From an optimization exercise on the open Yosys and OpenROAD flow, aimed at small area; shortcuts taken in it are not production practice. The RTL was checked by simulation tests, not by an equivalence proof against the original design. The flow treats the clock pin as an ideal source, which a real chip does not have. Power and IR drop assume default switching activity.

==> design.v <==
module CPU
(
    input wire CLK,
    input wire RST,
    input wire [ 7 : 0 ] INPUT,
    input wire INTR_in,
    output wire [ 7 : 0 ] imem_addr,
    input wire [ 7 : 0 ] imem_data,
    input wire [ 7 : 0 ] imem_m0,
    input wire [ 7 : 0 ] imem_m1,
    output wire [ 7 : 0 ] dmem_addr,
    output wire [ 7 : 0 ] dmem_wdata,
    output wire dmem_we,
    output wire dmem_re,
    input wire [ 7 : 0 ] dmem_rdata,
    output wire [ 7 : 0 ] OUTPUT
);
localparam K_NOP  = 5'd0,  K_ADD  = 5'd1,  K_SUB  = 5'd2,  K_OR   = 5'd3,
           K_NOT  = 5'd4,  K_NEG  = 5'd5,  K_INC  = 5'd6,  K_DEC  = 5'd7,
           K_SETC = 5'd8,  K_PASSW = 5'd9, K_MOVIN = 5'd10, K_JMP = 5'd11,
           K_LOOPT = 5'd12, K_LDM = 5'd13,
           K_STA  = 5'd16, K_STI  = 5'd17, K_POP  = 5'd18, K_RET  = 5'd19,
           K_OUT  = 5'd20, K_CALL = 5'd21, K_INT  = 5'd22, K_LDI  = 5'd23,
           K_LDD  = 5'd24;
localparam AS_INSTR = 2'd0, AS_SP = 2'd1, AS_SP1 = 2'd2;
function [8:0] add8;
    input [7:0] a, b;
    input       c;
    integer     i;
    reg         k;
    begin
        k = c;
        for (i = 0; i < 8; i = i + 1) begin
            add8[i] = a[i] ^ b[i] ^ k;
            k = (a[i] & b[i]) | (k & (a[i] ^ b[i]));
        end
        add8[8] = k;
    end
endfunction
reg [7:0] pc;                  
reg [7:0] ir_d, pc_d;          
reg       sb;                  
reg [7:0] r0, r1, r2, r3;      
reg [7:0] ea, eb, ec;          
reg [4:0] k_e;                 
reg [1:0] rd_e;
reg [7:0] alu_m, addr_m, wd_m;
reg       wr_m, we_m, re_m, mo_m, br_m;
reg [1:0] rs_m, rd_m;
reg [7:0] mo_w, aux_w;
reg       wr_w, br_w, re_w;
reg [1:0] rs_w, rd_w;
reg [3:0] flg;                 
reg [7:0] outr;
wire [3:0] opc = ir_d[7:4];
wire [1:0] fa  = ir_d[3:2];
wire [1:0] fb  = ir_d[1:0];
reg       d_ret, d_wsel, d_call, d_st;
reg       d_2b, d_intr, d_jmp, d_spinc;
reg [1:0] d_rd, d_as;
reg [4:0] d_k;
always @(*) begin
    d_ret = 1'b0; d_wsel = 1'b0; d_call = 1'b0; d_st = 1'b0;
    d_2b = 1'b0; d_intr = 1'b0; d_jmp = 1'b0; d_spinc = 1'b0;
    d_rd = fb; d_as = AS_INSTR; d_k = K_NOP;
    if (!sb) begin
        if (INTR_in) begin
            d_intr = 1'b1; d_k = K_INT; d_wsel = 1'b1; d_as = AS_SP; d_rd = 2'd3;
        end else begin
            case (opc)
                4'd1: d_k = K_MOVIN;
                4'd2: d_k = K_ADD;
                4'd3: d_k = K_SUB;
                4'd4: d_k = K_PASSW;
                4'd5: d_k = K_OR;
                4'd6: begin
                    case (fa)
                        2'd0, 2'd1: begin d_k = K_PASSW; d_rd = ir_d[2:1]; end
                        2'd2: d_k = K_SETC;
                        default: ;
                    endcase
                end
                4'd7: begin
                    case (fa)
                        2'd0: begin d_k = K_STA; d_as = AS_SP; d_st = 1'b1; end
                        2'd1: begin d_k = K_POP; d_spinc = 1'b1; d_as = AS_SP1; d_rd = ir_d[2:1]; end
                        2'd2: begin d_k = K_OUT; d_st = 1'b1; end
                        default: begin d_k = K_MOVIN; d_rd = ir_d[2:1]; end
                    endcase
                end
                4'd8: begin
                    case (fa)
                        2'd0: d_k = K_NOT;
                        2'd1: d_k = K_NEG;
                        2'd2: d_k = K_INC;
                        default: d_k = K_DEC;
                    endcase
                    d_rd = ir_d[2:1];
                end
                4'd9: begin
                    if (flg[~fa]) begin d_k = K_JMP; d_jmp = 1'b1; end
                end
                4'd10: begin
                    d_k = K_PASSW;
                    if (flg[3]) begin d_k = K_LOOPT; d_jmp = 1'b1; end
                end
                4'd11: begin
                    case (fa)
                        2'd0: begin d_k = K_JMP; d_jmp = 1'b1; end
                        2'd1: begin d_k = K_CALL; d_jmp = 1'b1; d_as = AS_SP; d_wsel = 1'b1;
                                    d_call = 1'b1; d_rd = 2'd3; end
                        default: begin d_k = K_RET; d_as = AS_SP1; d_rd = 2'd3; d_ret = 1'b1;
                                    d_spinc = 1'b1; end
                    endcase
                end
                4'd12: d_2b = 1'b1;
                4'd13: begin d_k = K_LDI; d_rd = ir_d[2:1]; end
                4'd14: begin d_k = K_STI; d_st = 1'b1; end
                default: ;
            endcase
        end
    end else begin
        case (ec[3:2])
            2'd0: begin d_k = K_LDM; d_rd = ec[1:0]; end
            2'd1: begin d_k = K_LDD; d_rd = ec[1:0]; end
            2'd2: begin d_k = K_STA; d_st = 1'b1; end
            default: ;
        endcase
    end
end
reg        wr_e, we_e, re_e, mo_e, br_e, apre_e;
reg  [1:0] rs_e;
reg        use_a, inv_b, cin, dec, is_or, zn, cv, setc;
always @(*) begin
    wr_e = 1'b0; we_e = 1'b0; re_e = 1'b0; mo_e = 1'b0; br_e = 1'b0; apre_e = 1'b0;
    rs_e = 2'b10;
    use_a = 1'b0; inv_b = 1'b0; cin = 1'b0; dec = 1'b0; is_or = 1'b0;
    zn = 1'b0; cv = 1'b0; setc = 1'b0;
    case (k_e)
        K_ADD:   begin wr_e = 1'b1; mo_e = 1'b1; use_a = 1'b1; zn = 1'b1; cv = 1'b1; end
        K_SUB:   begin wr_e = 1'b1; mo_e = 1'b1; use_a = 1'b1; inv_b = 1'b1; cin = 1'b1; zn = 1'b1; cv = 1'b1; end
        K_OR:    begin wr_e = 1'b1; mo_e = 1'b1; is_or = 1'b1; zn = 1'b1; end
        K_NOT:   begin wr_e = 1'b1; mo_e = 1'b1; inv_b = 1'b1; zn = 1'b1; end
        K_NEG:   begin wr_e = 1'b1; mo_e = 1'b1; inv_b = 1'b1; cin = 1'b1; zn = 1'b1; end
        K_INC:   begin wr_e = 1'b1; mo_e = 1'b1; cin = 1'b1; zn = 1'b1; end
        K_DEC:   begin wr_e = 1'b1; mo_e = 1'b1; dec = 1'b1; zn = 1'b1; end
        K_SETC:  setc = 1'b1;
        K_PASSW: begin wr_e = 1'b1; mo_e = 1'b1; end
        K_MOVIN: begin wr_e = 1'b1; rs_e = 2'b01; end
        K_JMP:   begin mo_e = 1'b1; br_e = 1'b1; end
        K_LOOPT: begin wr_e = 1'b1; mo_e = 1'b1; br_e = 1'b1; end
        K_LDM:   begin wr_e = 1'b1; mo_e = 1'b1; rs_e = 2'b11; end
        K_STA:   begin we_e = 1'b1; apre_e = 1'b1; end
        K_STI:   we_e = 1'b1;
        K_POP:   begin re_e = 1'b1; wr_e = 1'b1; apre_e = 1'b1; rs_e = 2'b00; end
        K_RET:   begin re_e = 1'b1; we_e = 1'b1; wr_e = 1'b1; apre_e = 1'b1; rs_e = 2'b00; end
        K_OUT:   re_e = 1'b1;
        K_CALL:  begin mo_e = 1'b1; br_e = 1'b1; apre_e = 1'b1; we_e = 1'b1; wr_e = 1'b1; rs_e = 2'b00; end
        K_INT:   begin wr_e = 1'b1; we_e = 1'b1; apre_e = 1'b1; rs_e = 2'b00; end
        K_LDI:   begin re_e = 1'b1; wr_e = 1'b1; end
        K_LDD:   begin re_e = 1'b1; wr_e = 1'b1; apre_e = 1'b1; end
        default: ;
    endcase
end
wire ret_h   = d_ret | (we_e & re_e) | (we_m & re_m);
wire lu      = re_w & wr_w & ((rd_e == fa) | (rd_e == fb));
wire lu_stall = ~br_w & ~d_2b & lu;
wire pc_hold = ret_h | lu_stall;
wire flush_d = ret_h | br_w;
wire hold_d  = ~ret_h & lu_stall;
wire flush_e = ~ret_h & (br_w | d_2b | lu);
wire [1:0] xa = d_st ? fb : fa;
reg [7:0] rd1, rd2;
always @(*) begin
    case (xa) 2'd0: rd1 = r0; 2'd1: rd1 = r1; 2'd2: rd1 = r2; default: rd1 = r3; endcase
    case (fb) 2'd0: rd2 = r0; 2'd1: rd2 = r1; 2'd2: rd2 = r2; default: rd2 = r3; endcase
end
wire [8:0] spid_c = add8(r3, {{7{~d_spinc}}, 1'b1}, 1'b0);
wire [7:0] spid = spid_c[7:0];
wire [8:0] pc_inc_c = add8(pc, 8'd0, 1'b1);
wire [7:0] pc_inc = pc_inc_c[7:0];
always @(posedge CLK) begin
    if (!RST)
        pc <= imem_m0;
    else if (!pc_hold)
        pc <= d_intr ? imem_m1 : d_jmp ? mo_w : pc_inc;
end
assign imem_addr = pc;
always @(posedge CLK or negedge RST) begin
    if (!RST) begin
        ir_d <= 8'h00; pc_d <= 8'h00; sb <= 1'b0;
    end else begin
        sb <= d_2b;
        if (flush_d) begin
            ir_d <= 8'h00; pc_d <= 8'h00;
        end else if (!hold_d) begin
            ir_d <= imem_data; pc_d <= pc;
        end
    end
end
always @(posedge CLK or negedge RST) begin
    if (!RST) begin
        k_e <= K_NOP; rd_e <= 2'd0;
    end else if (flush_e) begin
        k_e <= K_NOP; rd_e <= 2'd0;
    end else begin
        k_e <= d_k; rd_e <= d_rd;
    end
end
wire [7:0] alu;
wire [7:0] mo_nx = mo_m ? alu_m : dmem_rdata;    
wire fa_m = ~d_st & wr_e & (rd_e == fa);
wire fa_w = ~d_st & wr_m & (rd_m == fa);
wire fb_m = wr_e & (rd_e == fb);
wire fb_w = wr_m & (rd_m == fb);
wire [7:0] fwd_a = fa_m ? alu : fa_w ? mo_nx : rd1;
wire [7:0] fwd_b = fb_m ? alu : fb_w ? mo_nx : rd2;
wire [8:0] pcw_c = add8(pc_d, 8'd0, d_call);
always @(posedge CLK) begin
    ea <= d_wsel ? pcw_c[7:0] : fwd_a;
    eb <= fwd_b;
    ec <= (d_as == AS_SP) ? r3 : (d_as == AS_SP1) ? spid : ir_d;
end
wire [7:0] A = ea;
wire [7:0] B = eb;
wire [7:0] P = use_a ? A : {8{dec}};
wire [7:0] Q = inv_b ? ~B : B;
wire [8:0] Sc = add8(P, Q, cin);
wire [8:0] S = {P[7] ^ Q[7] ^ Sc[8], Sc[7:0]};
assign alu = is_or ? (A | B) : S[7:0];
wire       f_z = zn & ~|alu;
wire       f_n = zn & alu[7];
wire       f_v = cv & (P[7] == Q[7]) & (S[7] != P[7]);
wire       f_c = (cv & S[8]) | setc;
wire [7:0] addr_e = apre_e ? ec : alu;
wire [7:0] wd_e   = (rs_e == 2'b11) ? ec : ea;
always @(posedge CLK) flg <= {f_v, f_c, f_n, f_z};
always @(posedge CLK or negedge RST) begin
    if (!RST) begin
        wr_m <= 1'b0; we_m <= 1'b0; re_m <= 1'b0; mo_m <= 1'b0; br_m <= 1'b0;
    end else begin
        wr_m <= wr_e; we_m <= we_e; re_m <= re_e; mo_m <= mo_e; br_m <= br_e;
    end
end
always @(posedge CLK) begin
    alu_m <= alu; addr_m <= addr_e; wd_m <= wd_e; rs_m <= rs_e; rd_m <= rd_e;
end
assign dmem_addr  = addr_m;
assign dmem_wdata = wd_m;
assign dmem_we    = we_m & ~re_m;
assign dmem_re    = re_m & wr_m;
always @(posedge CLK or negedge RST) begin
    if (!RST) begin
        wr_w <= 1'b0; br_w <= 1'b0; re_w <= 1'b0;
    end else begin
        wr_w <= wr_m; br_w <= br_m; re_w <= re_m;
    end
end
always @(posedge CLK) begin
    mo_w <= mo_nx;
    aux_w <= wd_m; rs_w <= rs_m; rd_w <= rd_m;
end
reg [7:0] wdata;
always @(*) begin
    case (rs_w)
        2'b00: wdata = spid;
        2'b01: wdata = INPUT;
        2'b10: wdata = mo_w;
        default: wdata = aux_w;
    endcase
end
always @(posedge CLK or negedge RST) begin
    if (!RST) begin
        r0 <= 8'd0; r1 <= 8'd0; r2 <= 8'd0; r3 <= 8'd255;
    end else if (wr_w) begin
        case (rd_w)
            2'd0: r0 <= wdata;
            2'd1: r1 <= wdata;
            2'd2: r2 <= wdata;
            default: r3 <= wdata;
        endcase
    end
end
always @(posedge CLK or negedge RST) begin
    if (!RST) outr <= 8'd0;
    else if (re_w & ~wr_w) outr <= aux_w;
end
assign OUTPUT = outr;
endmodule
==> flow/run.sh <==
#!/bin/bash
# Own layout flow. Same as the standard flow (standard.sh) except:
#  - synthesis: the standard synthesis script (synth_recipe.tcl and ORFS's
#    synth.tcl) with only the ABC mapping script replaced. Several
#    area-oriented ABC scripts (flow/m*.abc) are tried and the one giving the
#    smallest cell area is used for the layout. Registers are mapped before
#    ABC, so they keep the standard names and cell types.
#  - port buffers use sky130_fd_sc_hd__buf_1 (every port still gets one);
#  - clock-tree synthesis uses clkbuf_8 buffers and no dummy loads; after it,
#    flow/clkdown.tcl swaps clock buffers to smaller ones where the clock slew at
#    the flip-flops stays low.
# Each tool's full output stays in orfs/logs/ (cand_*/logs/ for the trial
# syntheses, clkdown.log for the clock-buffer step); make's output goes to
# make*.log.
set -euo pipefail
W=$(pwd)
R="$W/orfs/results/$FLOW_PLATFORM/CPU/base"
mk_synth() {  # $1: abc script -> $W/own_synth_<name>.tcl
  local n; n=$(basename "$1" .abc)
  sed "s|log_cmd abc {\*}\$abc_args|log_cmd abc -script $1 {*}[lrange \$abc_args 2 end]|" \
    "$FLOW_HOME/scripts/synth.tcl" > "$W/synth_$n.tcl"
  grep -q "$1" "$W/synth_$n.tcl"
  sed "s|source \$::env(SCRIPTS_DIR)/synth.tcl|source $W/synth_$n.tcl|" synth_recipe.tcl > "$W/own_synth_$n.tcl"
  grep -q "synth_$n.tcl" "$W/own_synth_$n.tcl"
}
best=""; best_area=""
for s in "$W"/flow/m*.abc; do
  n=$(basename "$s" .abc)
  mk_synth "$s"
  if make -C "$FLOW_HOME" DESIGN_CONFIG="$W/config.mk" WORK_HOME="$W/cand_$n" CLKGATE_MAP_FILE= \
       SYNTH_SCRIPT="$W/own_synth_$n.tcl" synth > "$W/make_cand_$n.log" 2>&1; then
    a=$(grep "Chip area for module" "$W/cand_$n/reports/$FLOW_PLATFORM/CPU/base/synth_stat.txt" | awk '{print $NF}')
    echo "$n $a" >> "$W/synth_candidates.txt"
    if [[ -z "$best" ]] || awk -v a="$a" -v b="$best_area" 'BEGIN{exit !(a < b)}'; then
      best=$n; best_area=$a
    fi
  fi
done
echo "chosen ${best:-standard} $best_area" >> "$W/synth_candidates.txt"
rm -rf "$W"/cand_*/objects "$W"/cand_*/results
synth_arg="SYNTH_SCRIPT=$W/synth_recipe.tcl"
if [[ -n "$best" ]]; then synth_arg="SYNTH_SCRIPT=$W/own_synth_$best.tcl"; fi
args=("$synth_arg"
  'BUFFER_PORTS_ARGS=-buffer_cell sky130_fd_sc_hd__buf_1'
  'CTS_ARGS=-sink_clustering_enable -repair_clock_nets -dont_use_dummy_load -buf_list sky130_fd_sc_hd__clkbuf_8')
bash standard.sh "${args[@]}" cts > make_cts.log 2>&1
CTS_ODB="$R/4_cts.odb" CTS_SDC="$R/4_cts.sdc" CLK_SLEW_LIMIT=0.112 \
  PLATFORM_DIR="$FLOW_HOME/platforms/$FLOW_PLATFORM" LIB_FILE="$FLOW_HOME/platforms/$FLOW_PLATFORM/lib/sky130_fd_sc_hd__tt_025C_1v80.lib" \
  openroad -no_init -exit "$W/flow/clkdown.tcl" > "$W/clkdown.log" 2>&1 || true
bash standard.sh "${args[@]}" finish > make.log 2>&1
==> flow/clkdown.tcl <==
# Post-CTS step: swap clock-tree buffers to smaller clkbuf cells one at a
# time, keeping a swap only while the worst clock slew at any flip-flop stays
# under CLK_SLEW_LIMIT (ns, placement-based estimate). Reads and rewrites the
# CTS result in place.
read_liberty $::env(LIB_FILE)
read_db $::env(CTS_ODB)
read_sdc $::env(CTS_SDC)
source $::env(PLATFORM_DIR)/setRC.tcl
set_propagated_clock [all_clocks]
set limit $::env(CLK_SLEW_LIMIT)
proc max_ck_slew {} {
  set mx 0
  foreach pin [get_pins -hierarchical */CLK] {
    set t [expr max([get_property $pin slew_max_rise],[get_property $pin slew_max_fall])]
    if {$t > $mx} {set mx $t}
  }
  return $mx
}
estimate_parasitics -placement
puts "before: max clock slew [max_ck_slew]"
set changed 0
set sizes {sky130_fd_sc_hd__clkbuf_8 sky130_fd_sc_hd__clkbuf_4 sky130_fd_sc_hd__clkbuf_2}
foreach inst [[ord::get_db_block] getInsts] {
  set cur [[$inst getMaster] getName]
  set i [lsearch $sizes $cur]
  if {$i < 0} { continue }
  set name [$inst getName]
  foreach smaller [lrange $sizes [expr $i + 1] end] {
    replace_cell [get_cells $name] $smaller
    estimate_parasitics -placement
    if {[max_ck_slew] > $limit} {
      replace_cell [get_cells $name] $cur
      estimate_parasitics -placement
      break
    }
    set cur $smaller
    incr changed
  }
}
puts "downsized $changed clock buffers; after: max clock slew [max_ck_slew]"
check_placement
write_db $::env(CTS_ODB)
==> flow/m1.abc <==
&get -n
&st
&dch
&nf -R 1000 -p -C 32 -F 8
&put
topo
dnsize -c
==> flow/m2.abc <==
&get -n
&st
&dch
&nf -R 1000 -p -C 32 -F 8
&put
strash
&get -n
&st
&dch
&nf -R 1000 -p -C 32 -F 8
&put
topo
dnsize -c
==> flow/m3.abc <==
&get -n
&st
&dch
&nf -R 1000 -p -C 32 -F 8
&put
strash
&get -n
&st
&dch
&nf -R 1000 -p -C 32 -F 8
&put
strash
&get -n
&st
&dch
&nf -R 1000 -p -C 32 -F 8
&put
topo
dnsize -c
==> flow/m4.abc <==
strash
ifraig
dc2
&get -n
&st
&dch
&nf -R 1000 -p -C 32 -F 8
&put
strash
&get -n
&st
&dch
&nf -R 1000 -p -C 32 -F 8
&put
topo
dnsize -c
==> flow/m5.abc <==
&get -n
&st
&dch
&nf -R 1000 -p -C 32 -F 8
&put
strash
&get -n
&st
&dch
&nf -R 1000 -p -C 32 -F 8
&put
strash
&get -n
&st
&dch
&nf -R 1000 -p -C 32 -F 8
&put
strash
&get -n
&st
&dch
&nf -R 1000 -p -C 32 -F 8
&put
topo
dnsize -c
==> standard.sh <==
#!/bin/bash
# synth_recipe.tcl (not shown) runs the flow's synth.tcl, then flattens the netlist and writes it again
# the make line also repeats each setting of config.mk as NAME=value (left out here)
make -C /OpenROAD-flow-scripts/flow DESIGN_CONFIG=/design/flow/config.mk WORK_HOME=/design/flow/orfs CLKGATE_MAP_FILE= SYNTH_SCRIPT=/design/flow/synth_recipe.tcl "${@:-finish}"
==> config.mk <==
export PLATFORM = sky130hd
export DESIGN_NAME = CPU
export DESIGN_NICKNAME = CPU
export VERILOG_FILES = /design/flow/design.v
export SDC_FILE = /design/flow/constraint.sdc
export NUM_CORES = 4
export LEC_CHECK = 0
export CAP_MARGIN = 20
export CORE_MARGIN = 2
export CORE_UTILIZATION = 40
export SLEW_MARGIN = 20
==> constraint.sdc <==
create_clock -name core_clock -period 8.0 [get_ports {CLK}]
set_input_delay 1.6000 -clock core_clock [delete_from_list [all_inputs] [get_ports {CLK}]]
set_output_delay 1.6000 -clock core_clock [all_outputs]
set_load 0.01 [all_outputs]
==> impl_metrics.ini, run 1 <==
[run]
maxCapViolCount = 0

[cts]
cts_sinks = 156
htree_num_levels = 4
post_cts_buffers = 0
ctsResizeCount = 0
clk_latency_ns = 0.81
hold_buffers = 0
cts_tree = done
path_clk_slew_ns = 0.09
cts_buffer_depth = 2
cts_buffers = 17
root_buffer = clkbuf_8

[floorplanning]
die_area_um2 = 19300
die_x_um = 139
start_util_pct = 40.7
pin_count = 77
coreArea_um2 = 17900
rows = 49
die-height_um = 139

[synthesis]
synth_edf_count = 8
synth_area_leader_cell = dfrtp_1
synth_top_area_share_pct = 22.0
synthCells = 723
seq_area_frac_synth_pct = 49.0
syn-num-nets = 804
syn_area_um2 = 7290
synthFlopType = dfxtp_1
yosys-top-cells-area = dfrtp_1 22%, dfxtp_1 21%, o21ai_0 5.1%
async_reset_ff_share_pct = 46.2
synth-seq-cells = 156
ys_warn_count = 1
ys_types = 48
syn_avg_cell_area_um2 = 10.1

[detailed_routing]
drc = 0
firstDrtPassIters = 7
dr_total_vias = 6169
vias_per_cell = 5.85
ant_nets = 0
drt_wl_total_mm = 21.8
drt-initial-drc-count = 686
wl_per_cell_um = 20.7

[critical_path]
crit_buf_inv = 5
r2r_setup_slack_ns = 2.49
path_delay_family = adder cells
endpoint_kind = flip-flop
worst_path_max_delay_cell = fa_1
cpMostUsedCell = fa_1
arrival_ns = 6.19
cp_cell_sequence = buf_1 > or2_0 > o31ai_1 > buf_4 > clkinv_1 > fa_1 > fa_1 > fa_1 > clkinv_1 > fa_1 > clkinv_1 > fa_1 > fa_1 > a222oi_1 > a21boi_0 > a21oi_1
worstSetupPathType = in2reg
max_stage_delay_ns = 0.49
worstSetupStartpointType = input pin
required_ns = 8.63
cp_max_fo = 11

[global_routing]
grt-ovfl-total = 0
met2_usage_pct = 35.4
gr-usage-all-layers_pct = 23.2
grt-busiest-layer = met2
grt_pass1_wl_mm = 34.5
antenna_found_initial = 1
grt_max_degree = 49
use_met3_pct = 4.21
grt_use_met1_pct = 33.4
first_global_vias = 5949

[sta]
skew_ns = 0.0436
period_minus_slack_ns = 5.57
period_share_pct = 69.6
drv_slew = 0
setup_ws_ns = 2.43
tightest_slew_ns = 0.964
max_freq_mhz = 180
rsz0062_at_grt = no
relSlewSlack_pct = 35.4
finalHoldViolCount = 0
tns_ns = 0
finalSetupViolations = 0

[pwr]
p_sw_mw = 2.02
power_density_nw_per_um2 = 515
power_frac_clock_pct = 9.3
combPwrFrac_pct = 51.6
p_leak_nw = 3.31
swShare_pct = 48.3
vdd_drop_max_v = 0.000170
seqPwrFrac_pct = 39.1
intPower_mw = 2.16

[placed_design]
place_ws_ns = 1.64
io_buffers = 76
hpwl_mm = 16.5
place_inst = 1036
globalplace.congestion = 0.952

[final_layout]
fin_nets = 907
final_cells = 1054
areaGrowthSynthToFinish_pct = 11.3
drive_gt1_share_pct = 4.49

[worst_hold_path]
hp-class = reg2reg

[run_status]
outcome = timing/DRC/antenna clean
==> cells by family after synthesis <==
| group | Yosys count | share of synthesized area, % |
|---|---|---|
| flip-flops | 156 | 49.0 |
| multiplexers | 38 | 5.87 |
| AND/OR/NAND/NOR | 227 | 13.9 |
| AO/OA/AOI/OAI | 225 | 19.9 |
| adder cells (fa/ha/maj) | 38 | 7.97 |
| buffers and inverters | 19 | 0.979 |
| XOR/XNOR | 20 | 2.40 |
==> metrics by stage <==
stage | util, % | power [mW] | hold WS (ns) | area [um2]
floorplan | - | 2.94 | 0.310 | 7290
detailed placement | 44.3 | 3.77 | 0.336 | 7930
finish | 45.3 | 4.18 | 0.354 | 8110
CTS | 45.6 | 4.22 | 0.346 | 8160
global route | 45.3 | 4.51 | 0.370 | 8110
global placement | 44.2 | 3.75 | 0.334 | 7920
==> layer usage <==
layer / vias up / share of wire (%)
li1: 2868 / -
met1: 2962 / 44
met2: 294 / 46
met3: 45 / 7.2
met4: 0 / 2.5
met5: - / 0
==> synth_stat cells, types with 4 or more instances <==
| library cell | number |
|---|---|
| o22ai_1 | 4 |
| a22oi_1 | 8 |
| nand2b_1 | 10 |
| o21ai_0 | 74 |
| dfrtp_1 | 64 |
| a21oi_1 | 57 |
| dfxtp_1 | 76 |
| a22o_1 | 16 |
| a21boi_0 | 7 |
| mux2i_1 | 9 |
| clkinv_1 | 19 |
| and2_0 | 4 |
| a222oi_1 | 22 |
| nor3_1 | 14 |
| xor2_1 | 10 |
| nor4_1 | 4 |
| nor2b_1 | 13 |
| nand3b_1 | 4 |
| edfxtp_1 | 8 |
| nor2_1 | 68 |
| mux2_1 | 28 |
| nand3_1 | 17 |
| xnor2_1 | 10 |
| a31oi_1 | 13 |
| fa_1 | 14 |
| nand2_1 | 83 |
| and3_1 | 4 |
| ha_1 | 24 |
| dfstp_2 | 8 |
==> area by class of cell <==
| cell class | instances | area (um2) |
|---|---|---|
| tap | 229 | 287 |
| sequential | 156 | 3570 |
| fill | 1767 | 9790 |
| inverter | 19 | 71.3 |
| multi-input combinational | 548 | 3650 |
| timing repair buffer | 84 | 347 |
| clock buffer | 17 | 181 |
| antenna | 1 | 2.50 |
==> state kept, by name, indices dropped and copies added (netlist names), 8 cells and up <==
register  count
addr_m        8
alu_m         8
aux_w         8
ea            8
eb            8
ec            8
ir_d          8
mo_w          8
outr          8
pc            8
pc_d          8
r0            8
r1            8
r2            8
r3            8
wd_m          8
==> cell usage in the layout (no fill, tap or decap), types with 9 or more instances in the layout <==
cell,Yosys,routed
a21oi_1,57,57
dfxtp_1,76,76
ha_1,24,24
nand3_1,17,17
nor3_1,14,14
xnor2_1,10,10
fa_1,14,14
a222oi_1,22,22
a22o_1,16,16
nand2b_1,10,10
nand2_1,83,83
a31oi_1,13,13
mux2_1,28,28
o21ai_0,74,74
nor2b_1,13,13
xor2_1,10,10
mux2i_1,9,9
dfrtp_1,64,64
nor2_1,68,67
buf_1,0,75
clkinv_1,19,19
clkbuf_8,0,9
==> worst reg2reg max path, delay by kind of cell, from the launching register on <==
kind / cells / cell delay, ns
and+or+nand+nor: 2 / 0.55
AOI/OAI and AO/OA: 4 / 1.10
DFF: 1 / 0.49
adders and majority gates: 8 / 2.86
buffers and inverters: 4 / 0.42
==> power by group through the flow <==
| stage | Combinational (mW) | Sequential [mW] | Clock, mW |
|---|---|---|---|
| 3_5_place_dp | 2.13 | 1.64 | 0 |
| 4_1_cts | 2.14 | 1.63 | 0.452 |
| 5_1_grt | 2.40 | 1.68 | 0.433 |
| 6_report | 2.15 | 1.63 | 0.388 |
| 2_1_floorplan | 1.42 | 1.52 | 0 |
| 3_3_place_gp | 2.11 | 1.64 | 0 |
==> final timing paths <==
kind                         start       end  cells past startpoint
max reg2reg                 k_e[1]     ea[6]                     18
min                        wd_m[6]  aux_w[6]                      0
min in group asynchronous      RST   outr[3]                      1
max                        INTR_in     r0[6]                     16
max in group asynchronous      RST    k_e[3]                      2
min reg2reg                wd_m[6]  aux_w[6]                      0
==> inputs of run 2 (changes only) <==
--- a/config.mk
+++ b/config.mk
@@ -6,6 +6,6 @@
 export NUM_CORES = 4
 export LEC_CHECK = 0
-export CAP_MARGIN = 20
+export CAP_MARGIN = 0
 export CORE_MARGIN = 2
 export CORE_UTILIZATION = 40
-export SLEW_MARGIN = 20
+export SLEW_MARGIN = 0
==> run 2 against run 1 <==
- worst hold slack worse by 0.0083 ns
- clock power up 2%
- register-to-register slack worse by 0.03 ns
- sequential share of layout area about the same
- final cell count about the same
- largest cell class unchanged
- highest routed layer unchanged
==> impl_metrics.ini, run 2 <==
[synthesis]
seq_area_frac_synth_pct = 49.0
synth_edf_count = 8
ys_warn_count = 1
syn_avg_cell_area_um2 = 10.1
async_reset_ff_share_pct = 46.2
yosys-top-cells-area = dfrtp_1 22%, dfxtp_1 21%, o21ai_0 5.1%
synthTopCellsByCount = 83 x nand2_1, 76 x dfxtp_1, 74 x o21ai_0, 68 x nor2_1, 64 x dfrtp_1
synth_top_area_share_pct = 22.0
synthFlopType = dfxtp_1
synth_most_common_cell = nand2_1
syn-num-nets = 804
synth-seq-cells = 156
ys_types = 48
synth_area_leader_cell = dfrtp_1
synthCells = 723
syn_area_um2 = 7290

[cts]
cts_buffers = 17
path_clk_slew_ns = 0.10
cts_buffer_depth = 2
hold_buffers = 0
htree_num_levels = 4
cts_tree = done
root_buffer = clkbuf_8
cts_sinks = 156
clk_latency_ns = 0.80
ctsResizeCount = 0
post_cts_buffers = 0

[run_status]
outcome = timing/DRC/antenna clean

[worst_hold_path]
hp-class = reg2reg

[critical_path]
crit_path_start = INTR_in
crit_end = r1[6]
required_ns = 8.63
r2r_cells = 16
worstSetupPathType = in2reg
endpoint_kind = flip-flop
arrival_ns = 6.23
cp_max_fo = 11
r2r_setup_slack_ns = 2.46
worstSetupStartpointType = input pin
rr_startpoint = ir_d[7]
r2r_end = r1[6]

[pwr]
combPwrFrac_pct = 51.4
p_leak_nw = 3.30
power_frac_clock_pct = 9.5
p_sw_mw = 2.01
power_mw = 4.17
vdd_drop_max_v = 0.000190
power_density_nw_per_um2 = 515
swShare_pct = 48.2
intPower_mw = 2.16
seqPwrFrac_pct = 39.1

[floorplanning]
rows = 49
die_area_um2 = 19300
start_util_pct = 40.7
coreArea_um2 = 17900
die_x_um = 139
die-height_um = 139
pin_count = 77

[final_layout]
fill_cells = 1743
final_cell_mix = 83 x nand2_1, 76 x dfxtp_1, 75 x buf_1
drive_gt1_share_pct = 4.25
final_common_cell = nand2_1
fin_nets = 906
seq_area_um2 = 3570
multi_input_area_um2 = 3650
final_cells = 1053
areaGrowthSynthToFinish_pct = 11.2

[detailed_routing]
ant_nets = 0
vias_per_cell = 5.79
wl_per_cell_um = 20.7
dr_total_vias = 6099
drc = 0
drt_wl_total_mm = 21.8
firstDrtPassIters = 9
drt-initial-drc-count = 671

[sta]
period_minus_slack_ns = 5.60
tns_ns = 0
tightest_slew_ns = 1.12
finalHoldViolCount = 0
finalSetupViolations = 0
relSlewSlack_pct = 25.3
max_freq_mhz = 179
skew_ns = 0.0634
drv_slew = 0
period_share_pct = 70.0
rsz0062_at_grt = no

[placed_design]
place_inst = 1035
hpwl_mm = 16.4
globalplace.congestion = 0.952
io_buffers = 76

[run]
maxCapViolCount = 0

[global_routing]
antenna_found_initial = 1
grt_pass1_wl_mm = 34.0
grt_max_degree = 49
first_global_vias = 5940
grt-ovfl-total = 0
gr-usage-all-layers_pct = 22.9
## run 2: cell counts after synthesis
Identical to the previous run, type by type.
## run 2: routing by layer
layer	part of all wire (%)	vias up	track usage [%]
met2	45	275	34.5
met3	6.9	36	4.56
met5	0	-	0
met1	45	2931	33.1
met4	2.5	0	7.92
li1	-	2857	-
## run 2: kinds of logic (layout without fill, tap and decap cells)
logic type	Yosys count	count (layout)	share of synthesized area, %
XOR/XNOR	20	20	2.40
AND/OR/NAND/NOR	227	227	13.9
AO/OA/AOI/OAI	225	225	19.9
buffers and inverters	19	119	0.979
multiplexers	38	38	5.87
other	0	1	0
flip-flops	156	156	49.0
adder cells (fa/ha/maj)	38	38	7.97
## run 2: power by group through the flow
| stage | Clock [mW] | Sequential (mW) | Combinational [mW] |
|---|---|---|---|
| after CTS | 0.451 | 1.63 | 2.14 |
| after detailed placement | 0 | 1.64 | 2.12 |
| after global placement | 0 | 1.64 | 2.11 |
| after floorplan | 0 | 1.52 | 1.42 |
| after global routing | 0.441 | 1.68 | 2.39 |
| final | 0.395 | 1.63 | 2.15 |
## run 2: final cells by class
class	count	share of cell area, %
multi-input combinational	548	45.0
sequential	156	44.1
timing repair buffer	83	4.18
tap	229	3.54
clock buffer	17	2.29
inverter	19	0.880
antenna	1	0.0309
## run 2: worst min-delay path by stage
stage             from  endpoint  slack (ns)  depth (start not counted)
2_1_floorplan  rs_m[0]   rs_w[0]        0.31                          0
3_3_place_gp      br_m      br_w        0.33                          0
3_5_place_dp      br_m      br_w        0.34                          0
4_1_cts           br_m      br_w        0.35                          0
5_1_grt        wd_m[4]  aux_w[4]        0.34                          0
6_report       wd_m[2]  aux_w[2]        0.35                          0
## run 2: metrics by stage
stage          hold WS (ns)  setup WS, ns  cell area, um2  utilization [%]
2_1_floorplan         0.310          1.47            7290                -
3_3_place_gp          0.334          1.76            7920             44.2
3_5_place_dp          0.336          1.67            7920             44.2
4_1_cts               0.355          2.11            8150             45.5
5_1_grt               0.342          2.12            8100             45.3
6_report              0.346          2.40            8100             45.3
## run 2: worst max-delay path, cell delays in order
cell and delay [ns]:
buf_1 0.11, nor2_1 0.28, nand3_1 0.19, o31ai_1 0.17, buf_4 0.25, clkinv_1 0.23
fa_1 0.46, fa_1 0.43, fa_1 0.41, clkinv_1 0.07, fa_1 0.17, clkinv_1 0.08
fa_1 0.42, fa_1 0.48, a222oi_1 0.32, a21boi_0 0.41, o21ai_0 0.14
==> inputs of run 3 (changes only) <==
--- a/design.v
+++ b/design.v
@@ -51,5 +51,7 @@
 reg       wr_w, br_w, re_w;
 reg [1:0] rs_w, rd_w;
-reg [3:0] flg;                 
+reg [1:0] flg_vc;              
+reg       zn_m;                
+wire [3:0] flg = {flg_vc, zn_m & alu_m[7], zn_m & ~|alu_m};    
 reg [7:0] outr;
 wire [3:0] opc = ir_d[7:4];
@@ -201,11 +203,12 @@
 always @(posedge CLK or negedge RST) begin
     if (!RST) begin
-        k_e <= K_NOP; rd_e <= 2'd0;
+        k_e <= K_NOP;
     end else if (flush_e) begin
-        k_e <= K_NOP; rd_e <= 2'd0;
-    end else begin
-        k_e <= d_k; rd_e <= d_rd;
-    end
-end
+        k_e <= K_NOP;
+    end else begin
+        k_e <= d_k;
+    end
+end
+always @(posedge CLK) rd_e <= flush_e ? 2'd0 : d_rd;
 wire [7:0] alu;
 wire [7:0] mo_nx = mo_m ? alu_m : dmem_rdata;    
@@ -229,11 +232,9 @@
 wire [8:0] S = {P[7] ^ Q[7] ^ Sc[8], Sc[7:0]};
 assign alu = is_or ? (A | B) : S[7:0];
-wire       f_z = zn & ~|alu;
-wire       f_n = zn & alu[7];
 wire       f_v = cv & (P[7] == Q[7]) & (S[7] != P[7]);
 wire       f_c = (cv & S[8]) | setc;
 wire [7:0] addr_e = apre_e ? ec : alu;
 wire [7:0] wd_e   = (rs_e == 2'b11) ? ec : ea;
-always @(posedge CLK) flg <= {f_v, f_c, f_n, f_z};
+always @(posedge CLK) begin flg_vc <= {f_v, f_c}; zn_m <= zn; end
 always @(posedge CLK or negedge RST) begin
     if (!RST) begin
--- a/config.mk
+++ b/config.mk
@@ -6,6 +6,6 @@
 export NUM_CORES = 4
 export LEC_CHECK = 0
-export CAP_MARGIN = 0
+export CAP_MARGIN = 20
 export CORE_MARGIN = 2
 export CORE_UTILIZATION = 40
-export SLEW_MARGIN = 0
+export SLEW_MARGIN = 20
==> run 3 against run 2 <==
- clock-buffer cell count stayed put
- final area is 0.19% higher
- final cell count is 2.5% higher
- total power is 2.3% lower
- core utilization is 0.084 points higher
- setup slack better by 0.29 ns
- fmax is 5.4% higher
- critical endpoint is now r1[7]
- register-to-register slack better by 0.29 ns
- non-clock buffer count is 2 higher
- largest cell class unchanged
- worst hold slack better by 0.0074 ns
- still clean on timing, DRC and antenna
==> impl_metrics.ini, run 3 <==
[run_status]
outcome = timing/DRC/antenna clean

[placed_design]
place_inst = 1060
globalplace.congestion = 0.902
placed_area_um2 = 7930
place_ws_ns = 1.88
io_buffers = 76
hpwl_mm = 16.8

[floorplanning]
rows = 49
die_x_um = 139
die_area_um2 = 19300
start_util_pct = 40.7
die-height_um = 139
coreArea_um2 = 17900
pin_count = 77

[global_routing]
gr-usage-all-layers_pct = 24.1
grt_max_degree = 49
grt_pass1_wl_mm = 35.5
antenna_found_initial = 1
first_global_vias = 6004
grt-ovfl-total = 0

[sta]
rsz0062_at_grt = no
finalHoldViolCount = 0
period_share_pct = 66.4
relSlewSlack_pct = 30.8
setup_ws_ns = 2.68
period_minus_slack_ns = 5.32
tightest_slew_ns = 1.03
tns_ns = 0
drv_slew = 0
finalSetupViolations = 0
max_freq_mhz = 188
worst_hold_slack_ns = 0.353
skew_ns = 0.0668

[critical_path]
r2r_end = ea[7]
cp_cell_sequence = buf_1 > nor2_1 > nand3_1 > o21a_1 > clkinv_1 > fa_1 > fa_1 > clkinv_1 > fa_1 > clkinv_1 > fa_1 > clkinv_1 > fa_1 > clkinv_1 > fa_1 > xnor2_1 > xnor2_1 > o21ai_0 > a21oi_1 > o21ai_0
endpoint_kind = flip-flop
path_delay_family = adder cells
crit_path_start = INTR_in
worstSetupPathType = in2reg
cpMostUsedCell = fa_1
required_ns = 8.64
worst-path-stages = 20
crit_buf_inv = 6
r2r_cells = 18
cp_max_fo = 11
r2r_setup_slack_ns = 2.75
arrival_ns = 5.96
max_stage_delay_ns = 0.51
crit_end = r1[7]
worstSetupStartpointType = input pin
worst_path_max_delay_cell = fa_1
rr_startpoint = k_e[1]

[detailed_routing]
ant_nets = 0
drt-initial-drc-count = 604
wl_per_cell_um = 21.2
firstDrtPassIters = 8
dr_total_vias = 6209
vias_per_cell = 5.75
drc = 0
drt_wl_total_mm = 22.8

[synthesis]
synth_area_leader_cell = dfrtp_1
seq_area_frac_synth_pct = 48.7
synth_top_area_share_pct = 21.3
syn_avg_cell_area_um2 = 9.76
synthFlopType = dfxtp_1
yosys-top-cells-area = dfrtp_1 21%, dfxtp_1 21%, o21ai_0 7.4%
synthCells = 746
async_reset_ff_share_pct = 45.2
syn-num-nets = 827
synthTopCellsByCount = 108 x o21ai_0, 89 x nand2_1, 77 x dfxtp_1, 63 x nor2_1, 62 x dfrtp_1
ys_types = 44
synth_edf_count = 8
syn_area_um2 = 7280
synth_most_common_cell = o21ai_0
ys_warn_count = 1
synth-seq-cells = 155

[pwr]
vdd_drop_max_v = 0.000191
power_density_nw_per_um2 = 502
p_leak_nw = 3.26
power_mw = 4.08

[run]
maxCapViolCount = 0

[final_layout]
final_common_cell = o21ai_0
final_cell_mix = 108 x o21ai_0, 89 x nand2_1, 77 x dfxtp_1
postLayoutCoreUtil_pct = 45.4
drive_gt1_share_pct = 4.48
areaGrowthSynthToFinish_pct = 11.6
fin_nets = 931
fin_area_um2 = 8120
final_cells = 1079

[cts]
hold_buffers = 0
cts_sinks = 155
root_buffer = clkbuf_8
path_clk_slew_ns = 0.10
cts_buffers = 17
ctsResizeCount = 0
clk_latency_ns = 0.82
cts_buffer_depth = 2
post_cts_buffers = 0
htree_num_levels = 4
cts_tree = done

[worst_hold_path]
hp-class = reg2reg
run 3: cell types whose count changed in the layout (fill, tap and decap cells not counted), moves of 4 or more:
cell      change
a21oi_1      -14
a221oi_1     +10
a222oi_1      -4
a31oi_1       -9
clkinv_1     +14
mux2_1        -8
mux2i_1       +9
nand2_1       +6
nand3_1      +14
nor2_1        -7
o21ai_0      +34
run 3: area by class of cell:
| class | instances | area, um2 |
|---|---|---|
| diodes | 2 | 5.00 |
| clock buffers | 17 | 176 |
| fillers | 1781 | 9780 |
| inverters | 33 | 124 |
| multi-input cells | 558 | 3630 |
| flip-flops and latches | 155 | 3540 |
| well taps | 229 | 287 |
| repair buffers | 85 | 357 |
run 3: how the worst min path moves through the flow:
| stage | slack (ns) | start | endpoint | cells past startpoint |
|---|---|---|---|---|
| 2_1_floorplan | 0.31 | rs_m[0] | rs_w[0] | 0 |
| 3_3_place_gp | 0.33 | br_m | br_w | 0 |
| 3_5_place_dp | 0.34 | br_m | br_w | 0 |
| 4_1_cts | 0.35 | wd_m[7] | aux_w[7] | 0 |
| 5_1_grt | 0.35 | wd_m[7] | aux_w[7] | 0 |
| 6_report | 0.35 | wd_m[7] | aux_w[7] | 0 |
run 3: cell families after synthesis:
family	synth area share [%]
compound gates	19.8
simple gates	13.8
xor+xnor	2.41
fa+ha+maj	7.98
buf+inv	1.70
mux	5.57
flops	48.7
run 3: where the power goes:
group	switching [mW]	total, mW	internal, mW
sequential	0.407	1.62	1.21
combinational	1.30	2.07	0.763
clock	0.255	0.392	0.137
total	1.97	4.08	2.11
run 3: layer usage:
| metal | track usage, % | wire length [um] | part of all wire [%] | vias to the layer above |
|---|---|---|---|---|
| met5 | 0 | 0 | 0 | - |
| li1 | - | - | - | 2916 |
| met2 | 37.4 | 10500 | 46 | 266 |
| met4 | 7.34 | 550 | 2.4 | 0 |
| met1 | 34.6 | 10300 | 45 | 2988 |
| met3 | 4.35 | 1530 | 6.7 | 39 |
==> inputs of run 4 (changes only) <==
--- a/config.mk
+++ b/config.mk
@@ -6,6 +6,7 @@
 export NUM_CORES = 4
 export LEC_CHECK = 0
-export CAP_MARGIN = 20
+export CAP_MARGIN = 0
 export CORE_MARGIN = 2
 export CORE_UTILIZATION = 40
-export SLEW_MARGIN = 20
+export GPL_ROUTABILITY_DRIVEN = 0
+export SLEW_MARGIN = 0
==> run 4 against run 3 <==
- highest routed layer unchanged
- sequential power about the same
- global-route usage down 0.097 points
- clock skew down 0.0063 ns
- critical endpoint unchanged
- total power up 0.10%
==> impl_metrics.ini, run 4 <==
[sta]
finalSetupViolations = 0
max_freq_mhz = 182
rsz0062_at_grt = no
period_share_pct = 68.6
period_minus_slack_ns = 5.49
tns_ns = 0
tightest_slew_ns = 1.26
finalHoldViolCount = 0
relSlewSlack_pct = 15.9
drv_slew = 0
worst_hold_slack_ns = 0.354
skew_ns = 0.0605

[final_layout]
fin_nets = 931
final_cells = 1077
final_common_cell = o21ai_0
num_antenna_cells = 0
areaGrowthSynthToFinish_pct = 11.4
final_cell_mix = 108 x o21ai_0, 89 x nand2_1, 77 x dfxtp_1
drive_gt1_share_pct = 4.25

[cts]
cts_tree = done
cts_buffer_depth = 2
post_cts_buffers = 0
ctsResizeCount = 0
root_buffer = clkbuf_8
clk_latency_ns = 0.81
path_clk_slew_ns = 0.10
cts_sinks = 155
cts_buffers = 17
htree_num_levels = 4
hold_buffers = 0

[synthesis]
synthTopCellsByCount = 108 x o21ai_0, 89 x nand2_1, 77 x dfxtp_1, 63 x nor2_1, 62 x dfrtp_1
ys_types = 44
synth_top_family_by_area = compound AO/OA/AOI/OAI gates
synth_top_area_share_pct = 21.3
synth_compound_area_share_pct = 19.8
synthAdderAreaFrac_pct = 7.98
yosys-top-cells-area = dfrtp_1 21%, dfxtp_1 21%, o21ai_0 7.4%
syn_avg_cell_area_um2 = 9.76
syn_area_um2 = 7280
synth-seq-cells = 155
synth_most_common_cell = o21ai_0
synth-xor-area-share_pct = 2.41
synthFlopType = dfxtp_1
synth_simple_gate_area_share_pct = 13.8
ys_warn_count = 1
synthCells = 746
async_reset_ff_share_pct = 45.2
muxShareOfSynthArea_pct = 5.57
seq_area_frac_synth_pct = 48.7
synth_edf_count = 8
syn-num-nets = 827
synth_area_leader_cell = dfrtp_1

[detailed_routing]
drt_wl_total_mm = 22.9
vias_per_cell = 5.85
dr_total_vias = 6301
ant_nets = 0
drc = 0
drt-initial-drc-count = 670
firstDrtPassIters = 8
wl_per_cell_um = 21.3

[global_routing]
grt_pass1_wl_mm = 35.4
grt-ovfl-total = 0
grt_max_degree = 71
gr-usage-all-layers_pct = 24.0
first_global_vias = 6145
antenna_found_initial = 0

[critical_path]
arrival_ns = 6.12
cp_max_fo = 11
cp_cell_sequence = buf_1 > nor2_1 > nand3_1 > o21a_1 > clkinv_1 > fa_1 > fa_1 > clkinv_1 > fa_1 > clkinv_1 > fa_1 > clkinv_1 > fa_1 > clkinv_1 > fa_1 > xnor2_1 > xnor2_1 > o21ai_0 > a21oi_1 > o21ai_0
worstSetupPathType = in2reg
max_stage_delay_ns = 0.52
crit_buf_inv = 6
required_ns = 8.64
worst_path_max_delay_cell = fa_1
cpMostUsedCell = fa_1
worstSetupStartpointType = input pin
endpoint_kind = flip-flop
path_delay_family = adder cells

[floorplanning]
die_area_um2 = 19300
die_x_um = 139
start_util_pct = 40.7
rows = 49
die-height_um = 139
coreArea_um2 = 17900
pin_count = 77

[run]
maxCapViolCount = 0

[pwr]
p_sw_mw = 1.96
power_frac_clock_pct = 9.7
swShare_pct = 48.1
intPower_mw = 2.12
power_density_nw_per_um2 = 504
combPwrFrac_pct = 50.9
p_leak_nw = 3.26
seqPwrFrac_pct = 39.4
vdd_drop_max_v = 0.000283

[placed_design]
place_inst = 1060
hpwl_mm = 16.8
io_buffers = 76

[worst_hold_path]
hp-class = reg2reg

[run_status]
outcome = timing/DRC/antenna clean
## run 4: cell counts after synthesis
No cell type changed its count.
## run 4: metal layers
layer	GRT usage (%)	wire length, um
met1	33.8	10100
met4	8.24	555
met2	37.2	10400
met5	0	0
met3	4.73	1830
## run 4: per-stage QoR
stage / area, um2 / setup slack, ns / util [%] / total power, mW
after CTS: 8160 / 2.24 / 45.6 / 4.12
after global placement: 7930 / 1.95 / 44.3 / 3.64
final: 8110 / 2.51 / 45.3 / 4.08
after detailed placement: 7930 / 1.75 / 44.3 / 3.67
after global routing: 8110 / 2.25 / 45.3 / 4.40
after floorplan: 7280 / 2.56 / - / 2.86
## run 4: layout make-up
| type | instances | area, um2 |
|---|---|---|
| fillers | 1821 | 9790 |
| multi-input cells | 558 | 3620 |
| flip-flops and latches | 155 | 3540 |
| repair buffers | 85 | 354 |
| well taps | 229 | 287 |
| clock buffers | 17 | 185 |
| inverters | 33 | 124 |
## run 4: path summary, 6_finish.rpt
path	start	end	slack, ns	cells past startpoint
max	INTR_in	r1[7]	2.51	20
min	wd_m[5]	aux_w[5]	0.35	0
max reg2reg	ir_d[3]	r1[7]	2.63	19
min reg2reg	wd_m[5]	aux_w[5]	0.35	0
max in group asynchronous	RST	r0[3]	6.00	2
min in group asynchronous	RST	k_e[0]	0.73	1
## run 4: power groups by stage
stage	logic (mW)	registers, mW	clock network, mW
2_1_floorplan	1.35	1.51	0
3_3_place_gp	2.02	1.61	0
3_5_place_dp	2.06	1.61	0
4_1_cts	2.07	1.60	0.453
5_1_grt	2.31	1.65	0.437
6_report	2.08	1.61	0.397
## run 4: logic make-up after synthesis
group,after synthesis
fa+ha+maj,38
flops,155
xor+xnor,20
compound gates,233
mux,38
simple gates,229
buf+inv,33
==> inputs of run 5 (changes only) <==
--- a/config.mk
+++ b/config.mk
@@ -9,4 +9,3 @@
 export CORE_MARGIN = 2
 export CORE_UTILIZATION = 40
-export GPL_ROUTABILITY_DRIVEN = 0
 export SLEW_MARGIN = 0
==> run 5 against run 4 <==
- synthesized cell count unchanged
- total power down 0.15%
- global-route usage up 0.097 points
- still clean on timing, DRC and antenna
- critical path type unchanged
- wire length down 0.39%
- first-iteration DRC count up 1.5%
- sequential cell count unchanged
- largest power group unchanged
- worst hold slack worse by 0.0019 ns
- highest routed layer is now met5
- fmax up 2.9%
- clock skew up 0.0069 ns
- largest cell class unchanged
- register-to-register slack better by 0.11 ns
==> impl_metrics.ini, run 5 <==
[run_status]
outcome = timing/DRC/antenna clean

[synthesis]
syn_avg_cell_area_um2 = 9.76
synth_area_leader_cell = dfrtp_1
synthFlopType = dfxtp_1
ys_warn_count = 1
synth_most_common_cell = o21ai_0
syn-num-nets = 827
synthTopCellsByCount = 108 x o21ai_0, 89 x nand2_1, 77 x dfxtp_1, 63 x nor2_1, 62 x dfrtp_1
synth_top_area_share_pct = 21.3
synth-seq-cells = 155
syn_area_um2 = 7280
synth_edf_count = 8
seq_area_frac_synth_pct = 48.7
async_reset_ff_share_pct = 45.2
synthCells = 746
ys_types = 44
yosys-top-cells-area = dfrtp_1 21%, dfxtp_1 21%, o21ai_0 7.4%

[critical_path]
endpoint_kind = flip-flop
required_ns = 8.66
worstSetupStartpointType = input pin
worstSetupPathType = in2reg
cp_max_fo = 11
arrival_ns = 5.99

[cts]
cts_buffers = 17
clk_latency_ns = 0.83
htree_num_levels = 4
post_cts_buffers = 0
hold_buffers = 0
cts_sinks = 155
root_buffer = clkbuf_8
path_clk_slew_ns = 0.10
cts_buffer_depth = 2
cts_tree = done
ctsResizeCount = 0

[sta]
skew_ns = 0.0674
period_share_pct = 66.7
rsz0062_at_grt = no
worst_hold_slack_ns = 0.353
tns_ns = 0
period_minus_slack_ns = 5.33
relSlewSlack_pct = 19.8
max_freq_mhz = 188
finalHoldViolCount = 0
finalSetupViolations = 0
tightest_slew_ns = 1.20
drv_slew = 0

[floorplanning]
rows = 49
die_area_um2 = 19300
coreArea_um2 = 17900
pin_count = 77
start_util_pct = 40.7
die_x_um = 139
die-height_um = 139

[final_layout]
final_cell_mix = 108 x o21ai_0, 89 x nand2_1, 77 x dfxtp_1
fill_cells = 1779
fin_nets = 931
fin_area_um2 = 8110
postLayoutCoreUtil_pct = 45.3
final_common_cell = o21ai_0
drive_gt1_share_pct = 4.25
areaGrowthSynthToFinish_pct = 11.4

[detailed_routing]
ant_nets = 0
vias_per_cell = 5.75
drc = 0
drt_wl_total_mm = 22.8
drt-initial-drc-count = 680
dr_total_vias = 6208
firstDrtPassIters = 6
wl_per_cell_um = 21.1

[placed_design]
placed_area_um2 = 7930
io_buffers = 76
globalplace.congestion = 0.902
hpwl_mm = 16.8

[pwr]
vdd_drop_max_v = 0.000187
p_leak_nw = 3.25
power_mw = 4.08
power_density_nw_per_um2 = 503

[global_routing]
grt-ovfl-total = 0
antenna_found_initial = 1
gr-usage-all-layers_pct = 24.1
first_global_vias = 6004
grt_max_degree = 49
grt_pass1_wl_mm = 35.5

[run]
maxCapViolCount = 0

[worst_hold_path]
hp-class = reg2reg
## run 5: changes by cell type in the layout (fill, tap and decap cells not counted), sizes merged
cell | before | now
diode | 0 | 2
## run 5: power breakdown
| group | switching, mW | internal, mW |
|---|---|---|
| sequential | 0.406 | 1.21 |
| clock | 0.255 | 0.137 |
| combinational | 1.31 | 0.761 |
## run 5: cell type report
cell class | instances | area [um2] | area share (%)
Sequential cell | 155 | 3540 | 43.7
Multi-Input combinational cell | 558 | 3620 | 44.6
Clock buffer | 17 | 176 | 2.18
Antenna cell | 2 | 5.00 | 0.0617
Inverter | 33 | 124 | 1.53
Tap cell | 229 | 287 | 3.54
Timing Repair Buffer | 85 | 354 | 4.37
## run 5: metrics by stage
stage	std cells	setup slack (ns)
after floorplan	746	2.56
after global placement	1060	1.93
after detailed placement	1060	1.88
after CTS	1077	2.38
after global routing	1079	2.35
final	1079	2.67
## run 5: worst paths after layout
check,depth (start not counted),endpoint,from,slack (ns)
hold / removal,0,aux_w[7],wd_m[7],0.35
setup / recovery,20,r1[7],INTR_in,2.67
min in group asynchronous,1,wr_w,RST,1.02
hold reg to reg,0,aux_w[7],wd_m[7],0.35
setup reg to reg,18,ea[7],k_e[1],2.74
max in group asynchronous,2,r3[2],RST,5.76
## run 5: cell families after synthesis
family / share of synthesized area (%)
simple gates: 13.8
mux: 5.57
buf+inv: 1.70
flops: 48.7
xor+xnor: 2.41
fa+ha+maj: 7.98
compound gates: 19.8
## run 5: critical path: stages
cell and delay (ns):
buf_1 0.14, nor2_1 0.14, nand3_1 0.17, o21a_1 0.35, clkinv_1 0.39, fa_1 0.51, fa_1 0.40, clkinv_1 0.07
fa_1 0.17, clkinv_1 0.08, fa_1 0.39, clkinv_1 0.07, fa_1 0.17, clkinv_1 0.08, fa_1 0.41, xnor2_1 0.22
xnor2_1 0.14, o21ai_0 0.08, a21oi_1 0.27, o21ai_0 0.14
## run 5: per-layer routing
layer / GRT usage [%] / vias up / part of all wire (%)
li1: - / 2911 / -
met1: 34.6 / 2991 / 45
met2: 37.4 / 265 / 46
met3: 4.35 / 39 / 6.4
met4: 7.34 / 2 / 2.3
met5: 0 / - / 0.32
==> inputs of run 6 (changes only) <==
--- a/design.v
+++ b/design.v
@@ -22,5 +22,5 @@
            K_STA  = 5'd16, K_STI  = 5'd17, K_POP  = 5'd18, K_RET  = 5'd19,
            K_OUT  = 5'd20, K_CALL = 5'd21, K_INT  = 5'd22, K_LDI  = 5'd23,
-           K_LDD  = 5'd24;
+           K_LDD  = 5'd24, K_SB   = 5'd25;    
 localparam AS_INSTR = 2'd0, AS_SP = 2'd1, AS_SP1 = 2'd2;
 function [8:0] add8;
@@ -40,8 +40,8 @@
 reg [7:0] pc;                  
 reg [7:0] ir_d, pc_d;          
-reg       sb;                  
 reg [7:0] r0, r1, r2, r3;      
 reg [7:0] ea, eb, ec;          
 reg [4:0] k_e;                 
+wire      sb = (k_e == K_SB);  
 reg [1:0] rd_e;
 reg [7:0] alu_m, addr_m, wd_m;
@@ -116,5 +116,5 @@
                     endcase
                 end
-                4'd12: d_2b = 1'b1;
+                4'd12: begin d_2b = 1'b1; d_k = K_SB; end
                 4'd13: begin d_k = K_LDI; d_rd = ir_d[2:1]; end
                 4'd14: begin d_k = K_STI; d_st = 1'b1; end
@@ -191,7 +191,6 @@
 always @(posedge CLK or negedge RST) begin
     if (!RST) begin
-        ir_d <= 8'h00; pc_d <= 8'h00; sb <= 1'b0;
-    end else begin
-        sb <= d_2b;
+        ir_d <= 8'h00; pc_d <= 8'h00;
+    end else begin
         if (flush_d) begin
             ir_d <= 8'h00; pc_d <= 8'h00;
@@ -204,5 +203,5 @@
     if (!RST) begin
         k_e <= K_NOP;
-    end else if (flush_e) begin
+    end else if (flush_e & ~d_2b) begin
         k_e <= K_NOP;
     end else begin
==> run 6 against run 5 <==
- total power is 0.38% lower
- setup slack worse by 0.081 ns
- clock power is 1% lower
- first-iteration DRC count is 30% lower
- sequential share of layout area is 0.40 points lower
- register-to-register slack worse by 0.15 ns
- critical path type is now reg2reg
- critical endpoint is now r2[5]
- largest power group unchanged
==> impl_metrics.ini, run 6 <==
[run_status]
outcome = timing/DRC/antenna clean

[synthesis]
synthCells = 713
synth-seq-cells = 154
synthTopCellsByCount = 77 x dfxtp_1, 69 x a21oi_1, 66 x nand2_1, 65 x nor2_1, 64 x o21ai_0
synth_top_area_share_pct = 21.0
synth_most_common_cell = dfxtp_1
yosys-top-cells-area = dfxtp_1 21%, dfrtp_1 21%, a21oi_1 4.7%
seq_area_frac_synth_pct = 48.0
syn-num-nets = 794
synthFlopType = dfxtp_1
ys_types = 49
syn_area_um2 = 7320
synth_area_leader_cell = dfxtp_1
synth_edf_count = 8
ys_warn_count = 1
async_reset_ff_share_pct = 44.8
syn_avg_cell_area_um2 = 10.3

[floorplanning]
die_area_um2 = 19400
rows = 49
pin_count = 77
die_x_um = 139
start_util_pct = 40.8
coreArea_um2 = 18000
die-height_um = 139

[final_layout]
final_cell_mix = 77 x dfxtp_1, 75 x buf_1, 69 x a21oi_1
areaGrowthSynthToFinish_pct = 10.9
fin_nets = 894
final_common_cell = dfxtp_1
fill_cells = 1775
drive_gt1_share_pct = 4.93

[detailed_routing]
drt-initial-drc-count = 478
wl_per_cell_um = 20.6
dr_total_vias = 5925
vias_per_cell = 5.69
ant_nets = 0
drc = 0
firstDrtPassIters = 6
drt_wl_total_mm = 21.4

[critical_path]
worstSetupStartpointType = flip-flop
required_ns = 8.62
worstSetupPathType = reg2reg
cp_max_fo = 12
arrival_ns = 6.04
endpoint_kind = flip-flop

[pwr]
power_frac_clock_pct = 9.6
intPower_mw = 2.17
p_sw_mw = 1.89
swShare_pct = 46.5
power_density_nw_per_um2 = 500
p_leak_nw = 3.26
combPwrFrac_pct = 49.9
seqPwrFrac_pct = 40.5
vdd_drop_max_v = 0.000209

[global_routing]
gr-usage-all-layers_pct = 22.6
antenna_found_initial = 1
grt_max_degree = 47
grt_pass1_wl_mm = 33.7
grt-ovfl-total = 0
first_global_vias = 5811

[cts]
cts_buffers = 17
htree_num_levels = 4
path_clk_slew_ns = 0.10
hold_buffers = 0
cts_sinks = 154
ctsResizeCount = 0
post_cts_buffers = 0
clk_latency_ns = 0.80
root_buffer = clkbuf_8
cts_tree = done
cts_buffer_depth = 2

[sta]
tns_ns = 0
drv_slew = 0
period_minus_slack_ns = 5.41
period_share_pct = 67.7
rsz0062_at_grt = no
worst_hold_slack_ns = 0.341
max_freq_mhz = 185
tightest_slew_ns = 1.17
finalSetupViolations = 0
setup_ws_ns = 2.59
skew_ns = 0.0407
finalHoldViolCount = 0
relSlewSlack_pct = 21.5

[placed_design]
hpwl_mm = 16.1
io_buffers = 76
globalplace.congestion = 0.972
place_ws_ns = 2.14

[worst_hold_path]
hp-class = reg2reg

[run]
maxCapViolCount = 0
[run 6: cell count changes after synthesis, sizes merged, moves of 5 or more]
cell | before | now
mux2 | 20 | 27
nand2b | 7 | 18
mux4 | 0 | 8
nand2 | 89 | 66
nand3 | 31 | 12
nor3 | 11 | 17
o21ai | 108 | 64
clkinv | 33 | 28
o31a | 0 | 5
a21oi | 43 | 69
a22oi | 8 | 2
[run 6: power groups by stage]
| stage | Combinational [mW] | Clock (mW) | Sequential, mW |
|---|---|---|---|
| 2_1_floorplan | 1.39 | 0 | 1.51 |
| 3_3_place_gp | 1.99 | 0 | 1.65 |
| 3_5_place_dp | 2.00 | 0 | 1.65 |
| 4_1_cts | 2.02 | 0.446 | 1.64 |
| 5_1_grt | 2.26 | 0.428 | 1.69 |
| 6_report | 2.03 | 0.388 | 1.65 |
[run 6: cell type report]
type | count | area (um2) | area share [%]
Inverter | 28 | 105 | 1.29
Antenna cell | 1 | 2.50 | 0.0308
Multi-Input combinational cell | 531 | 3700 | 45.6
Sequential cell | 154 | 3520 | 43.3
Clock buffer | 17 | 181 | 2.23
Tap cell | 229 | 287 | 3.53
Timing Repair Buffer | 81 | 324 | 3.99
[run 6: metrics by stage]
step	instances	cell area [um2]	power [mW]	util, %
after detailed placement	1023	7940	3.65	44.2
after CTS	1040	8180	4.10	45.5
after floorplan	713	7320	2.90	-
after global routing	1041	8120	4.38	45.2
final	1041	8120	4.06	45.2
after global placement	1023	7940	3.64	44.2
[run 6: critical path: stages, from the launching register on]
cell,delay (ns)
dfrtp_1,0.49
clkinv_1,0.18
ha_1,0.25
nand3_1,0.10
nor2_1,0.16
nor2_1,0.49
nand3_1,0.25
o21a_1,0.35
fa_1,0.47
fa_1,0.41
clkinv_1,0.07
fa_1,0.16
clkinv_1,0.08
fa_1,0.42
fa_1,0.50
a222oi_1,0.32
a21boi_0,0.42
o21ai_0,0.13
[run 6: layer usage]
metal / vias up / GRT usage (%) / part of all wire [%]
li1: 2820 / - / -
met1: 2840 / 32.2 / 47
met2: 238 / 34.7 / 45
met3: 27 / 4.06 / 5.9
met4: 0 / 7.76 / 2.3
met5: - / 0 / 0
[run 6: worst paths after layout]
path | start | end | slack [ns] | cells past startpoint
min in group asynchronous | RST | r0[5] | 0.96 | 1
max reg2reg | k_e[1] | r2[5] | 2.59 | 17
min reg2reg | wd_m[5] | aux_w[5] | 0.34 | 0
max in group asynchronous | RST | outr[6] | 5.88 | 2
max | k_e[1] | r2[5] | 2.59 | 17
min | wd_m[5] | aux_w[5] | 0.34 | 0
[run 6: cell families after synthesis]
logic type               share of synthesized area, %
buffers and inverters                            1.44
adder cells (fa/ha/maj)                          7.93
flip-flops                                       48.0
AND/OR/NAND/NOR                                  12.9
AO/OA/AOI/OAI                                    18.7
XOR/XNOR                                         2.27
multiplexers                                     8.80
==> inputs of run 7 (changes only) <==
--- a/config.mk
+++ b/config.mk
@@ -6,6 +6,6 @@
 export NUM_CORES = 4
 export LEC_CHECK = 0
-export CAP_MARGIN = 0
+export CAP_MARGIN = 20
 export CORE_MARGIN = 2
 export CORE_UTILIZATION = 40
-export SLEW_MARGIN = 0
+export SLEW_MARGIN = 20
==> run 7 against run 6 <==
- still clean
- first-iteration DRC count increased by 4.4%
- via count about the same
- synthesized cell count unchanged
- core utilization increased by 0.10 points
- area after synthesis unchanged
- final cell count about the same
- sequential power about the same
- global-route usage unchanged
- sequential share of layout area decreased by 0.10 points
- fmax increased by 0.38%
- critical path depth increased by 2
- non-clock buffer count increased by 1
- critical endpoint is now ea[7]
- largest power group unchanged
==> impl_metrics.ini, run 7 <==
[synthesis]
syn-num-nets = 794
synth_area_leader_cell = dfxtp_1
synth_most_common_cell = dfxtp_1
syn_avg_cell_area_um2 = 10.3
synthAdderAreaFrac_pct = 7.93
ys_warn_count = 1
synth_simple_gate_area_share_pct = 12.9
muxShareOfSynthArea_pct = 8.80
async_reset_ff_share_pct = 44.8
yosys-top-cells-area = dfxtp_1 21%, dfrtp_1 21%, a21oi_1 4.7%
synth-seq-cells = 154
synth_compound_area_share_pct = 18.7
synth-xor-area-share_pct = 2.27
syn_area_um2 = 7320
ys_types = 49
synth_edf_count = 8
synthTopCellsByCount = 77 x dfxtp_1, 69 x a21oi_1, 66 x nand2_1, 65 x nor2_1, 64 x o21ai_0
synthFlopType = dfxtp_1
synthCells = 713
synth_top_family_by_area = compound AO/OA/AOI/OAI gates

[cts]
post_cts_buffers = 0
clk_latency_ns = 0.79
cts_tree = done
cts_sinks = 154
root_buffer = clkbuf_8
cts_buffers = 17
hold_buffers = 0
ctsResizeCount = 0
cts_buffer_depth = 2
htree_num_levels = 4

[final_layout]
areaGrowthSynthToFinish_pct = 11.2
drive_gt1_share_pct = 5.42
fin_nets = 895

[placed_design]
place_ws_ns = 2.14
io_buffers = 76
globalplace.congestion = 0.972
hpwl_mm = 16.1

[detailed_routing]
firstDrtPassIters = 7
vias_per_cell = 5.69
ant_nets = 0
dr_total_vias = 5928
wl_per_cell_um = 20.6
drt-initial-drc-count = 499
drt_wl_total_mm = 21.4
drc = 0

[critical_path]
rr_startpoint = k_e[1]
required_ns = 8.63
worstSetupPathType = reg2reg
crit_path_start = k_e[1]

[floorplanning]
die-height_um = 139
die_area_um2 = 19400
pin_count = 77
die_x_um = 139
rows = 49
start_util_pct = 40.8

[run_status]
outcome = timing/DRC/antenna clean

[sta]
max_freq_mhz = 185
period_share_pct = 67.4
skew_ns = 0.0405
tightest_slew_ns = 1.04
drv_slew = 0
setup_ws_ns = 2.61
rsz0062_at_grt = no

[global_routing]
gr-usage-all-layers_pct = 22.6
grt_pass1_wl_mm = 33.7
antenna_found_initial = 1
first_global_vias = 5811

[pwr]
vdd_drop_max_v = 0.000209
power_density_nw_per_um2 = 499
p_leak_nw = 3.26

[worst_hold_path]
hp-start = wd_m[5]
-- run 7: cell counts after synthesis --
Identical to the previous run, type by type.
-- run 7: critical path, cell delays in order, from the launching register on --
cell and delay [ns]:
dfrtp_1 0.49, clkinv_1 0.18, ha_1 0.34, nand3_1 0.16, nand2b_1 0.25, o21ai_0 0.18, fa_1 0.46, fa_1 0.39
fa_1 0.41, fa_1 0.41, fa_1 0.38, clkinv_1 0.06, fa_1 0.19, fa_1 0.20, fa_1 0.44, nand2b_1 0.16
o31ai_1 0.11, clkinv_1 0.18, a21oi_1 0.16, a21oi_1 0.08
-- run 7: path summary, 6_finish.rpt --
| kind | to | slack, ns | cells past startpoint |
|---|---|---|---|
| worst max register to register | ea[7] | 2.61 | 19 |
| worst max-delay path | ea[7] | 2.61 | 19 |
| max in group asynchronous | outr[6] | 5.86 | 2 |
| worst min-delay path | aux_w[5] | 0.34 | 0 |
| worst min register to register | aux_w[5] | 0.34 | 0 |
| min in group asynchronous | r1[5] | 0.97 | 1 |
-- run 7: layer usage --
layer | vias up | part of all wire [%] | track usage [%] | wire, um
li1 | 2815 | - | - | -
met1 | 2845 | 47 | 32.2 | 10000
met2 | 245 | 45 | 34.7 | 9670
met3 | 23 | 5.9 | 4.06 | 1270
met4 | 0 | 2.2 | 7.76 | 471
met5 | - | 0 | 0 | 0
-- run 7: area by class of cell --
class	count	area (um2)
well taps	229	287
multi-input cells	531	3720
repair buffers	82	332
diodes	1	2.50
inverters	28	105
clock buffers	17	181
fillers	1774	9820
flip-flops and latches	154	3520
-- run 7: through the flow --
step                util [%]  hold slack [ns]  total power [mW]  instance area [um2]  instances
detailed placement      44.2            0.338              3.65                 7940       1023
CTS                     45.5            0.353              4.10                 8180       1040
finish                  45.3            0.342              4.06                 8140       1042
global route            45.3            0.352              4.39                 8140       1042
floorplan                  -            0.310              2.90                 7320        713
global placement        44.2            0.334              3.64                 7940       1023
-- run 7: logic make-up (layout without fill, tap and decap cells) --
family,count (synthesis),in the layout
AO/OA/AOI/OAI,216,216
buffers and inverters,28,127
other,0,1
flip-flops,154,154
multiplexers,51,51
AND/OR/NAND/NOR,207,207
XOR/XNOR,19,19
adder cells (fa/ha/maj),38,38
-- run 7: where the power goes --
group	internal (mW)	switching, mW	total, mW
registers	1.21	0.437	1.64
logic	0.829	1.21	2.04
clock network	0.142	0.245	0.386
total	2.18	1.89	4.06

Re-timed with assumed drivers on the ports (clkbuf_16 on the clock, buf_2 on other inputs), run 7 has 2.607 ns of setup slack against 2.607 ns with ideal ports, and 2.089 ns once port delays also move by the mid clock arrival of 0.802 ns.
